What follows belongs to an exercise in optimizing a design on an open flow for small area; a production flow would make more cautious choices. Power and IR drop assume default switching activity.

== pepper ==
## count
module count(clk, rst, key_reset, key_start_pause, key_display,
                    hex0, hex1, hex2, hex3, hex4, hex5,
                    led0, led1, led2, led3                  );
clock: 5.0 ns
lec_check: 0
abc_area: 1
abc_clock_period_in_ps: 100000
cap_margin: 20
core_margin: 2
core_utilization: 40
slew_margin: 20
run.sh (not shown) runs the stock make flow with config.mk's settings and CLKGATE_MAP_FILE= SYNTH_SCRIPT=/design/flow/synth_recipe.tcl, a recipe that flattens the netlist after the stock synthesis.
pepper went all the way through the flow, and no timing, DRC or antenna check failed.
### pepper -> fjord
# pepper
export LEC_CHECK = 0
export ABC_AREA = 1
export ABC_CLOCK_PERIOD_IN_PS = 100000
export CAP_MARGIN = 20
export CORE_MARGIN = 2
export CORE_UTILIZATION = 40
export SLEW_MARGIN = 20
create_clock -name core_clock -period 5.0 [get_ports {clk}]
# fjord
export LEC_CHECK = 0
export ABC_AREA = 1
export ABC_CLOCK_PERIOD_IN_PS = 100000
export CAP_MARGIN = 20
export CORE_MARGIN = 2
export CORE_UTILIZATION = 60
export CTS_BUF_LIST = sky130_fd_sc_hd__clkbuf_2 sky130_fd_sc_hd__clkbuf_4
export CTS_CLUSTER_DIAMETER = 100
export CTS_CLUSTER_SIZE = 40
export SLEW_MARGIN = 20
create_clock -name core_clock -period 5.0 [get_ports {clk}]
## What came out
pepper → fjord: number of global-route vias before repair picked up an extra 0.47%; final instance count without filler cells -32; clock transition at the register clock pins on the worst setup and hold paths after CTS climbed 0.04 ns; share of power burned in combinational logic held steady.
In fjord, hold slack is higher than in pepper.
fjord vs pepper: first-pass GRT wire length up
## Diff of input files: ember against fjord
# fjord
export LEC_CHECK = 0
export ABC_AREA = 1
export ABC_CLOCK_PERIOD_IN_PS = 100000
export CAP_MARGIN = 20
export CORE_MARGIN = 2
export CORE_UTILIZATION = 60
export CTS_BUF_LIST = sky130_fd_sc_hd__clkbuf_2 sky130_fd_sc_hd__clkbuf_4
export CTS_CLUSTER_DIAMETER = 100
export CTS_CLUSTER_SIZE = 40
export SLEW_MARGIN = 20
create_clock -name core_clock -period 5.0 [get_ports {clk}]
# ember
export LEC_CHECK = 0
export CAP_MARGIN = 20
export CORE_MARGIN = 2
export CORE_UTILIZATION = 50
export SLEW_MARGIN = 20
create_clock -name core_clock -period 5.0 [get_ports {clk}]
==> flow/flow/run.sh (new file) <==
#!/bin/bash
# Own layout flow: the standard layout (standard.sh), with
#  - synthesis mapped by ABC for area (my_synth.tcl, area.abc), no adder extraction;
#  - the smallest buffer on the ports;
#  - small clock buffers.
set -euo pipefail
W=$(pwd)
sed -e "s|SYNTH_SCRIPT=[^ ]*|SYNTH_SCRIPT=$W/flow/my_synth.tcl ADDER_MAP_FILE=|" standard.sh > own_standard.sh
bash own_standard.sh \
  "BUFFER_PORTS_ARGS=-buffer_cell sky130_fd_sc_hd__buf_1" \
  "CTS_ARGS=-sink_clustering_enable -repair_clock_nets -buf_list sky130_fd_sc_hd__clkbuf_8 -root_buf sky130_fd_sc_hd__clkbuf_8 -sink_clustering_size 80 -sink_clustering_max_diameter 500 -dont_use_dummy_load" \
  finish > make.log 2>&1
==> flow/flow/area.abc (new file) <==
strash
&get -n
&st
&dch -f
&nf -R 1000
&put
topo
==> flow/flow/my_synth.tcl (new file) <==
# Standard synthesis (synth_recipe.tcl), except that ABC maps with the area
# script beside this file and without a delay target.
set my_abc_script [file join [file dirname [file normalize [info script]]] area.abc]
proc synth {args} { yosys synth -nofsm -noshare {*}$args }
proc abc {args} {
  global my_abc_script
  set out {}
  set skip 0
  foreach a $args {
    if {$skip} { set skip 0; continue }
    if {$a eq "-script" || $a eq "-D"} { set skip 1; continue }
    lappend out $a
  }
  yosys abc -script $my_abc_script {*}$out
}
source $::env(SCRIPTS_DIR)/synth.tcl
# left out here: clear keep_hierarchy, flatten, clean up, hide names made inside functions, write 1_2_yosys.v
==> flow/standard.sh (new file) <==
#!/bin/bash
# synth_recipe.tcl (not shown) runs the flow's synth.tcl, then flattens the netlist and writes it again
# the make line also repeats each setting of config.mk as NAME=value (left out here)
make -C /OpenROAD-flow-scripts/flow DESIGN_CONFIG=/design/flow/config.mk WORK_HOME=/design/flow/orfs CLKGATE_MAP_FILE= SYNTH_SCRIPT=/design/flow/synth_recipe.tcl "${@:-finish}"
removed: flow/run.sh
Notes after the runs:
Relative to fjord, maximum fanout encountered on the critical timing path has increased by 5 in ember.
Going from fjord to ember, number of cells traversed by the worst register-to-register path fell 5, core utilization dropped 17 points, first-pass GRT wire length now sits lower.
The inputs of quartz differ from those of ember as listed below.
diff --git a/flow/flow/run.sh b/flow/flow/run.sh
--- a/flow/flow/run.sh
+++ b/flow/flow/run.sh
@@ -10,3 +10,3 @@
   "BUFFER_PORTS_ARGS=-buffer_cell sky130_fd_sc_hd__buf_1" \
-  "CTS_ARGS=-sink_clustering_enable -repair_clock_nets -buf_list sky130_fd_sc_hd__clkbuf_8 -root_buf sky130_fd_sc_hd__clkbuf_8 -sink_clustering_size 80 -sink_clustering_max_diameter 500 -dont_use_dummy_load" \
+  "CTS_ARGS=-sink_clustering_enable -repair_clock_nets -buf_list sky130_fd_sc_hd__clkbuf_4 -root_buf sky130_fd_sc_hd__clkbuf_4 -sink_clustering_size 40 -sink_clustering_max_diameter 300 -dont_use_dummy_load" \
   finish > make.log 2>&1
Findings:
Summary of the comparison: post-route core utilization is lower in quartz, relative to ember. Combinational group share of total power essentially unchanged between quartz and ember. Against ember as the reference, quartz delivers a higher worst endpoint data arrival time. quartz | stages: all done | timing, DRC, antenna: all pass. Compared to ember, the routing of quartz uses less wire.
No run of this note included a check of the RTL's function; only the layout flow was run.

re-timing with driven ports:
The results above use ideal ports. As a check the final layouts listed here were re-extracted and re-timed, cells and wires unchanged. Step 1 assumes that a clkbuf_16 drives the clock port and a buf_2 every other input. Step 2 also shifts input and output timing later by t, the mid clock arrival at the registers, as if the neighbouring blocks saw the same clock. a / b / c = ideal / step 1 / step 2; a / b = the first two.
run | t, ns | setup WS [ns] | hold slack, ns | latest minus earliest clock arrival (ns)
pepper | 0.363 | 2.198 / 2.169 / 2.268 | 0.422 / 0.422 / 0.422 | 0.014 / 0.015
fjord | 0.452 | 2.052 / 2.027 / 2.339 | 0.436 / 0.436 / 0.436 | 0.011 / 0.011
ember | 0.360 | 2.620 / 2.593 / 2.387 | 0.434 / 0.434 / 0.434 | 0.021 / 0.020
quartz | 0.410 | 2.551 / 2.525 / 2.430 | 0.423 / 0.423 / 0.423 | 0.034 / 0.035
After both steps setup and hold are still met in every run listed. For ember, which loses most, drivers alone change the setup slack by -0.027 ns; drivers and shift together by -0.233 ns.
